From an optimization exercise on the open Yosys and OpenROAD flow, aimed at small area and a short achievable clock period; shortcuts taken in it are not production practice. Where RTL was checked, it was by simulation tests only, not by an equivalence proof against the original.

## main
==> flow/design.v <==
module fpa(
  input  wire        clk,
  input  wire        reset,
  input  wire [11:0] A,
  input  wire [11:0] B,
  input  wire [11:0] C,
  input  wire [11:0] D,
  input  wire        pushin,
  output reg         pushout,
  output reg  [11:0] Z
);
  localparam K0 = 1;   
  localparam K1 = 1;   
  localparam K2 = 1;   
  localparam K3 = 0;   
  localparam K4 = 1;   
  function automatic ge5(input [4:0] a, input [4:0] b);
    reg [4:0] g, n; reg g43, n43, g21, n21, g40, n40, g4_1, n4_1;
    begin
      g = ~a & b; n = ~(a & ~b);
      g43 = g[4] | (n[4] & g[3]);  n43 = n[4] & n[3];
      g21 = g[2] | (n[2] & g[1]);  n21 = n[2] & n[1];
      g4_1 = g43 | (n43 & g21);    n4_1 = n43 & n21;
      ge5 = ~(g4_1 | (n4_1 & g[0]));
    end
  endfunction
  wire [4:0] eA = A[10:6], eB = B[10:6], eC = C[10:6], eD = D[10:6];
  wire gAB = ge5(eA, eB), gAC = ge5(eA, eC), gAD = ge5(eA, eD);
  wire gBC = ge5(eB, eC), gBD = ge5(eB, eD), gCD = ge5(eC, eD);
  wire selA = gAB & gAC & gAD;
  wire selB = ~gAB & gBC & gBD;
  wire selC = ~gAC & ~gBC & gCD;
  wire selD = ~gAD & ~gBD & ~gCD;
  wire [4:0] mx0 = ({5{selA}} & eA) | ({5{selB}} & eB) | ({5{selC}} & eC) | ({5{selD}} & eD);
  function automatic [6:0] mant(input [11:0] x);
    mant = ((|x[10:6]) ? {1'b1, x[5:0]} : 7'd0) ^ {7{x[11]}};
  endfunction
  wire [47:0] p0 = {mant(A), mant(B), mant(C), mant(D), eA, eB, eC, eD};
  wire [3:0]  s0 = {A[11], B[11], C[11], D[11]};
  reg  [47:0] p1; reg [3:0] s1; reg [4:0] mx1; reg v1;
  generate if (K0) begin : g_k0
    always @(posedge clk) begin p1 <= p0; s1 <= s0; mx1 <= mx0; end
    always @(posedge clk) v1 <= reset ? 1'b0 : pushin;
  end else begin : g_n0
    always @* begin p1 = p0; s1 = s0; mx1 = mx0; v1 = pushin; end
  end endgenerate
  function automatic [10:0] align(input [6:0] m, input s, input [4:0] e, input [4:0] mx);
    reg [4:0] sh; reg [10:0] v;
    begin
      sh = mx - e;
      v = {m, {4{s}}};
      v = sh[0] ? {s, v[10:1]}        : v;
      v = sh[1] ? {{2{s}}, v[10:2]}   : v;
      v = sh[2] ? {{4{s}}, v[10:4]}   : v;
      v = sh[3] ? {{8{s}}, v[10:8]}   : v;
      align = sh[4] ? {11{s}} : v;
    end
  endfunction
  wire [10:0] xA = align(p1[47:41], s1[3], p1[19:15], mx1);
  wire [10:0] xB = align(p1[40:34], s1[2], p1[14:10], mx1);
  wire [10:0] xC = align(p1[33:27], s1[1], p1[9:5],   mx1);
  wire [10:0] xD = align(p1[26:20], s1[0], p1[4:0],   mx1);
  wire [2:0]  ns1 = s1[3] + s1[2] + s1[1] + s1[0];
  wire [2:0]  nn1 = 3'd0 - ns1;
  wire [13:0] r4  = {nn1, 8'd0, ns1};
  reg [43:0] x2; reg [13:0] r42; reg [4:0] mx2; reg v2;
  generate if (K1) begin : g_k1
    always @(posedge clk) begin x2 <= {xA, xB, xC, xD}; r42 <= r4; mx2 <= mx1; end
    always @(posedge clk) v2 <= reset ? 1'b0 : v1;
  end else begin : g_n1
    always @* begin x2 = {xA, xB, xC, xD}; r42 = r4; mx2 = mx1; v2 = v1; end
  end endgenerate
  wire [13:0] q0 = {3'b0, x2[43:33]}, q1 = {3'b0, x2[32:22]}, q2 = {3'b0, x2[21:11]}, q3 = {3'b0, x2[10:0]};
  wire [13:0] a1 = q0 ^ q1 ^ q2;
  wire [13:0] b1 = {(q0 & q1) | (q0 & q2) | (q1 & q2), 1'b0};
  wire [13:0] a2 = a1 ^ b1 ^ q3;
  wire [13:0] b2 = {(a1 & b1) | (a1 & q3) | (b1 & q3), 1'b0};
  wire [13:0] a3 = a2 ^ b2 ^ r42;
  wire [13:0] b3 = {(a2 & b2) | (a2 & r42) | (b2 & r42), 1'b0};
  reg [13:0] a3r, b3r; reg [4:0] mx3; reg v3;
  generate if (K2) begin : g_k2
    always @(posedge clk) begin a3r <= a3; b3r <= b3; mx3 <= mx2; end
    always @(posedge clk) v3 <= reset ? 1'b0 : v2;
  end else begin : g_n2
    always @* begin a3r = a3; b3r = b3; mx3 = mx2; v3 = v2; end
  end endgenerate
  wire [13:0] S = a3r + b3r;
  reg [13:0] S4; reg [4:0] mx4; reg v4;
  generate if (K3) begin : g_k3
    always @(posedge clk) begin S4 <= S; mx4 <= mx3; end
    always @(posedge clk) v4 <= reset ? 1'b0 : v3;
  end else begin : g_n3
    always @* begin S4 = S; mx4 = mx3; v4 = v3; end
  end endgenerate
  wire        sgn = S4[13];
  wire [12:0] M   = sgn ? (13'd0 - S4[12:0]) : S4[12:0];
  wire        d3 = ~|M[12:5];
  wire [12:0] M1 = d3 ? {M[4:0], 8'd0} : M;
  wire        d2 = ~|M1[12:9];
  wire [12:0] M2 = d2 ? {M1[8:0], 4'd0} : M1;
  wire        d1 = ~|M2[12:11];
  wire [12:0] M3 = d1 ? {M2[10:0], 2'd0} : M2;
  wire        d0 = ~M3[12];
  wire [12:0] M4 = d0 ? {M3[11:0], 1'b0} : M3;
  reg sgn5, nz5; reg [5:0] fr5; reg [3:0] lz5; reg [4:0] mx5; reg v5;
  generate if (K4) begin : g_k4
    always @(posedge clk) begin sgn5 <= sgn; nz5 <= M4[12]; fr5 <= M4[11:6]; lz5 <= {d3, d2, d1, d0}; mx5 <= mx4; end
    always @(posedge clk) v5 <= reset ? 1'b0 : v4;
  end else begin : g_n4
    always @* begin sgn5 = sgn; nz5 = M4[12]; fr5 = M4[11:6]; lz5 = {d3, d2, d1, d0}; mx5 = mx4; v5 = v4; end
  end endgenerate
  wire signed [6:0] E = $signed({2'b00, mx5}) - $signed({3'b000, lz5});
  wire [4:0] ef = E[4:0] + 5'd2;
  wire zero = ~nz5 | E[6];
  wire sat  = (E > 7'sd28) | ((E == 7'sd28) & fr5[5] & fr5[4] & (|fr5[3:0]));
  wire [11:0] res = zero ? 12'h000 : sat ? {sgn5, 5'b11110, 6'b110000} : {sgn5, ef, fr5};
  always @(posedge clk) begin
    Z <= res;
    pushout <= reset ? 1'b0 : v5;
  end
endmodule
make LEC_CHECK=0 ABC_AREA=1 CAP_MARGIN=20 CORE_MARGIN=2 CORE_UTILIZATION=40 SLEW_MARGIN=20 finish   # period 5.0 ns
run.sh (not shown) runs the stock make flow with config.mk's settings and CLKGATE_MAP_FILE= SYNTH_SCRIPT=/design/flow/synth_recipe.tcl, a recipe that flattens the netlist after the stock synthesis.
The following lists how the feature branch was set up differently from main:
--- a/flow/design.v
+++ b/flow/design.v
@@ -11,7 +11,7 @@
 );
   localparam K0 = 1;   
-  localparam K1 = 1;   
+  localparam K1 = 0;   
   localparam K2 = 1;   
-  localparam K3 = 0;   
+  localparam K3 = 1;   
   localparam K4 = 1;   
   function automatic ge5(input [4:0] a, input [4:0] b);
Results
- The feature branch: no failed stages, no open violations at the end
- Delta(setup slack after layout, the feature branch - main) < 0
- Between the feature branch and main, it is the feature branch whose effective utilization at floorplan is lower, by 0.29 points.
- For core region area, dividing the value from main by the value from the feature branch gives 1.09.
- Going from main to the feature branch, delay contributed by the slowest stage of the critical path saw an increase; number of violations reported at the end of detailed-routing iteration 0 down 19%.
No functional check of the RTL was part of any run of this note.

## trial 39
fpa, a different RTL version from the one above (not shown whole).
Size in the first run: roughly 200 flip-flops.
==> module fpa, before the edit <==
module fpa(
  input  wire        clk,
  input  wire        reset,
  input  wire [11:0] A,
  input  wire [11:0] B,
  input  wire [11:0] C,
  input  wire [11:0] D,
  input  wire        pushin,
  output reg         pushout,
  output reg  [11:0] Z
);
  function automatic ge5(input [4:0] a, input [4:0] b);
    reg [4:0] g, n; reg g43, n43, g21, n21, g4_1, n4_1;
    begin
      g = ~a & b; n = ~(a & ~b);
      g43 = g[4] | (n[4] & g[3]);  n43 = n[4] & n[3];
      g21 = g[2] | (n[2] & g[1]);  n21 = n[2] & n[1];
      g4_1 = g43 | (n43 & g21);    n4_1 = n43 & n21;
      ge5 = ~(g4_1 | (n4_1 & g[0]));
    end
  endfunction
  wire [4:0] eA = A[10:6], eB = B[10:6], eC = C[10:6], eD = D[10:6];
  wire gAB = ge5(eA, eB), gAC = ge5(eA, eC), gAD = ge5(eA, eD);
  wire gBC = ge5(eB, eC), gBD = ge5(eB, eD), gCD = ge5(eC, eD);
  wire selA = gAB & gAC & gAD;
  wire selB = ~gAB & gBC & gBD;
  wire selC = ~gAC & ~gBC & gCD;
  wire selD = ~gAD & ~gBD & ~gCD;
  wire [4:0] mx0 = ({5{selA}} & eA) | ({5{selB}} & eB) | ({5{selC}} & eC) | ({5{selD}} & eD);
  reg [5:0] f1A, f1B, f1C, f1D;
  reg [4:0] e1A, e1B, e1C, e1D, mx1;
  reg [3:0] s1;
  reg       v1;
  always @(posedge clk) begin
    f1A <= A[5:0]; f1B <= B[5:0]; f1C <= C[5:0]; f1D <= D[5:0];
    e1A <= eA; e1B <= eB; e1C <= eC; e1D <= eD;
    s1  <= {A[11], B[11], C[11], D[11]};
    mx1 <= mx0;
    v1  <= reset ? 1'b0 : pushin;
  end
  function automatic [10:0] align(input [5:0] f, input [4:0] e, input [4:0] mx);
    reg [4:0] sh; reg [10:0] v;
    begin
      sh = mx - e;
      v = (|e) ? {1'b1, f, 4'b0000} : 11'd0;
      v = sh[0] ? {1'b0, v[10:1]} : v;
      v = sh[1] ? {2'b0, v[10:2]} : v;
      v = sh[2] ? {4'b0, v[10:4]} : v;
      v = sh[3] ? {8'b0, v[10:8]} : v;
      align = sh[4] ? 11'd0 : v;
    end
  endfunction
  reg [10:0] t2A, t2B, t2C, t2D;
  reg [3:0]  s2;
  reg [4:0]  mx2;
  reg        v2;
  always @(posedge clk) begin
    t2A <= align(f1A, e1A, mx1);
    t2B <= align(f1B, e1B, mx1);
    t2C <= align(f1C, e1C, mx1);
    t2D <= align(f1D, e1D, mx1);
    s2  <= s1;
    mx2 <= mx1;
    v2  <= reset ? 1'b0 : v1;
  end
  wire [2:0]  nn2 = 3'd0 - (s2[3] + s2[2] + s2[1] + s2[0]);
  wire [13:0] q0 = {nn2,  t2A ^ {11{s2[3]}}};
  wire [13:0] q1 = {3'b0, t2B ^ {11{s2[2]}}};
  wire [13:0] q2 = {3'b0, t2C ^ {11{s2[1]}}};
  wire [13:0] q3 = {3'b0, t2D ^ {11{s2[0]}}};
  wire [13:0] a1 = q0 ^ q1 ^ q2;
  wire [13:0] b1 = {(q0[12:0] & q1[12:0]) | (q0[12:0] & q2[12:0]) | (q1[12:0] & q2[12:0]), s2[3]};
  wire [13:0] a2 = a1 ^ b1 ^ q3;
  wire [13:0] b2 = {(a1[12:0] & b1[12:0]) | (a1[12:0] & q3[12:0]) | (b1[12:0] & q3[12:0]), s2[2]};
  reg [13:0] g3, p3;
  reg [1:0]  s3;
  reg [4:0]  mx3;
  reg        v3;
  always @(posedge clk) begin
    g3  <= a2 & b2;
    p3  <= a2 ^ b2;
    s3  <= s2[1:0];
    mx3 <= mx2;
    v3  <= reset ? 1'b0 : v2;
  end
  reg [13:0] G, P;
  reg [13:0] Gn, Pn;
  integer i, lv;
  always @* begin
    G = g3; P = p3;
    G[0] = g3[0] | (p3[0] & s3[1]);
    P[0] = 1'b0;
    for (lv = 1; lv < 16; lv = lv * 2) begin
      Gn = G; Pn = P;
      for (i = 0; i < 14; i = i + 1)
        if ((i & lv) != 0) begin
          Gn[i] = G[i] | (P[i] & G[(i & ~(lv - 1)) - 1]);
          Pn[i] = P[i] & P[(i & ~(lv - 1)) - 1];
        end
      G = Gn; P = Pn;
    end
  end
  wire [13:0] cin = {G[12:0], s3[1]};
  wire [13:0] S   = p3 ^ cin;
  wire        sgn = S[13];
  reg [12:0] W4;
  reg        ci4, sgn4;
  reg [4:0]  mx4;
  reg        v4;
  always @(posedge clk) begin
    W4   <= S[12:0] ^ {13{sgn}};
    ci4  <= s3[0] ^ sgn;
    sgn4 <= sgn;
    mx4  <= mx3;
    v4   <= reset ? 1'b0 : v3;
  end
  wire [12:0] M;
  genvar gk;
  assign M[0] = W4[0] ^ ci4;
  generate for (gk = 1; gk < 13; gk = gk + 1) begin : g_inc
    assign M[gk] = W4[gk] ^ (ci4 & (&W4[gk-1:0]));
  end endgenerate
  wire        wz = ~|W4;
  wire        d3 = ~|W4[12:5];
  wire [12:0] L1 = d3 ? {W4[4:0], 8'd0} : W4;
  wire        d2 = ~|L1[12:9];
  wire [12:0] L2 = d2 ? {L1[8:0], 4'd0} : L1;
  wire        d1 = ~|L2[12:11];
  wire [12:0] L3 = d1 ? {L2[10:0], 2'd0} : L2;
  wire        d0 = ~L3[12];
  wire [13:0] N1 = d3 ? {M[5:0], 8'd0} : {1'b0, M};
  wire [13:0] N2 = d2 ? {N1[9:0], 4'd0} : N1;
  wire [13:0] N3 = d1 ? {N2[11:0], 2'd0} : N2;
  wire [13:0] N4 = d0 ? {N3[12:0], 1'b0} : N3;
  reg        sgn5, nz5, ov5;
  reg [5:0]  fr5;
  reg [3:0]  lz5;
  reg [4:0]  mx5;
  reg        v5;
  always @(posedge clk) begin
    sgn5 <= sgn4;
    nz5  <= ~wz | ci4;
    ov5  <= N4[13] | wz;             
    fr5  <= N4[13] ? 6'd0 : N4[11:6];
    lz5  <= wz ? 4'd13 : {d3, d2, d1, d0};
    mx5  <= mx4;
    v5   <= reset ? 1'b0 : v4;
  end
  wire signed [6:0] E = $signed({2'b00, mx5}) - $signed({3'b000, lz5}) + $signed({6'b0, ov5});
  wire [4:0] ef = E[4:0] + 5'd2;
  wire zero = ~nz5 | E[6];
  wire sat  = (E > 7'sd28) | ((E == 7'sd28) & fr5[5] & fr5[4] & (|fr5[3:0]));
  wire [11:0] res = zero ? 12'h000 : sat ? {sgn5, 5'b11110, 6'b110000} : {sgn5, ef, fr5};
  always @(posedge clk) begin
    Z       <= res;
    pushout <= reset ? 1'b0 : v5;
  end
endmodule
Settings: LEC_CHECK=0, ABC_AREA=1, CAP_MARGIN=20, CORE_MARGIN=2, CORE_UTILIZATION=40, CTS_BUF_LIST=sky130_fd_sc_hd__clkbuf_8, SETUP_SLACK_MARGIN=2.7, SLEW_MARGIN=20; clock period 5.0 ns.
standard.sh (not shown) runs the stock make flow with config.mk's settings and CLKGATE_MAP_FILE= SYNTH_SCRIPT=/design/flow/synth_recipe.tcl, a recipe that flattens the netlist after the stock synthesis.
==> flow/flow/run.sh <==
#!/bin/bash
set -euo pipefail
export BUFFER_PORTS_ARGS="-buffer_cell sky130_fd_sc_hd__buf_1"
bash standard.sh > standard.log 2>&1
Edits applied to the flow inputs when going from trial 39 to trial 25:
--- a/flow/design.v
+++ b/flow/design.v
@@ -49,24 +49,25 @@
       v = sh[3] ? {8'b0, v[10:8]} : v;
       align = sh[4] ? 11'd0 : v;
     end
   endfunction
   reg [10:0] t2A, t2B, t2C, t2D;
   reg [3:0]  s2;
+  reg [2:0]  nn2;
   reg [4:0]  mx2;
   reg        v2;
   always @(posedge clk) begin
     t2A <= align(f1A, e1A, mx1);
     t2B <= align(f1B, e1B, mx1);
     t2C <= align(f1C, e1C, mx1);
     t2D <= align(f1D, e1D, mx1);
     s2  <= s1;
+    nn2 <= 3'd0 - (s1[3] + s1[2] + s1[1] + s1[0]);
     mx2 <= mx1;
     v2  <= reset ? 1'b0 : v1;
   end
-  wire [2:0]  nn2 = 3'd0 - (s2[3] + s2[2] + s2[1] + s2[0]);
   wire [13:0] q0 = {nn2,  t2A ^ {11{s2[3]}}};
   wire [13:0] q1 = {3'b0, t2B ^ {11{s2[2]}}};
   wire [13:0] q2 = {3'b0, t2C ^ {11{s2[1]}}};
   wire [13:0] q3 = {3'b0, t2D ^ {11{s2[0]}}};
   wire [13:0] a1 = q0 ^ q1 ^ q2;
   wire [13:0] b1 = {(q0[12:0] & q1[12:0]) | (q0[12:0] & q2[12:0]) | (q1[12:0] & q2[12:0]), s2[3]};
Notes after the runs:
Diff trial 39 -> trial 25: worst-path maximum fanout went down; minimum hold slack did not really move; synthesized cell count did not really move; number of global-route vias before repair went up; setup slack on the worst flop-to-flop path went up. Relative to trial 39, design area decreased by 74 sq um in trial 25.
The RTL of trial 39 was laid out without a check of its function.

afterwards: timing with drivers on the ports:
How much do the figures lean on ideal ports? The routed layouts below were timed once more, with nothing changed but the port constraints. Step 1 assumes that a clkbuf_16 drives the clock port and a buf_2 every other input. Step 2, shift: input delay + t, output delay - t, t = (earliest + latest rising clock arrival at the registers) / 2. This alone moves slack from input paths to output paths. a / b / c = ideal / step 1 / step 2; a / b = the first two.
run	t, ns	slack for setup (ns)	worst hold slack (ns)
main	0.468	1.572 / 1.572 / 1.572	0.328 / 0.328 / 0.328
the feature branch	0.456	0.750 / 0.750 / 0.750	0.326 / 0.326 / 0.326
trial 39	0.492	2.762 / 2.762 / 2.430	0.328 / 0.328 / 0.328
trial 25	0.497	2.793 / 2.793 / 2.465	0.329 / 0.329 / 0.329
After both steps setup and hold are still met in every run listed. For trial 39, which loses most, drivers alone change the setup slack by 0.000 ns; drivers and shift together by -0.332 ns.
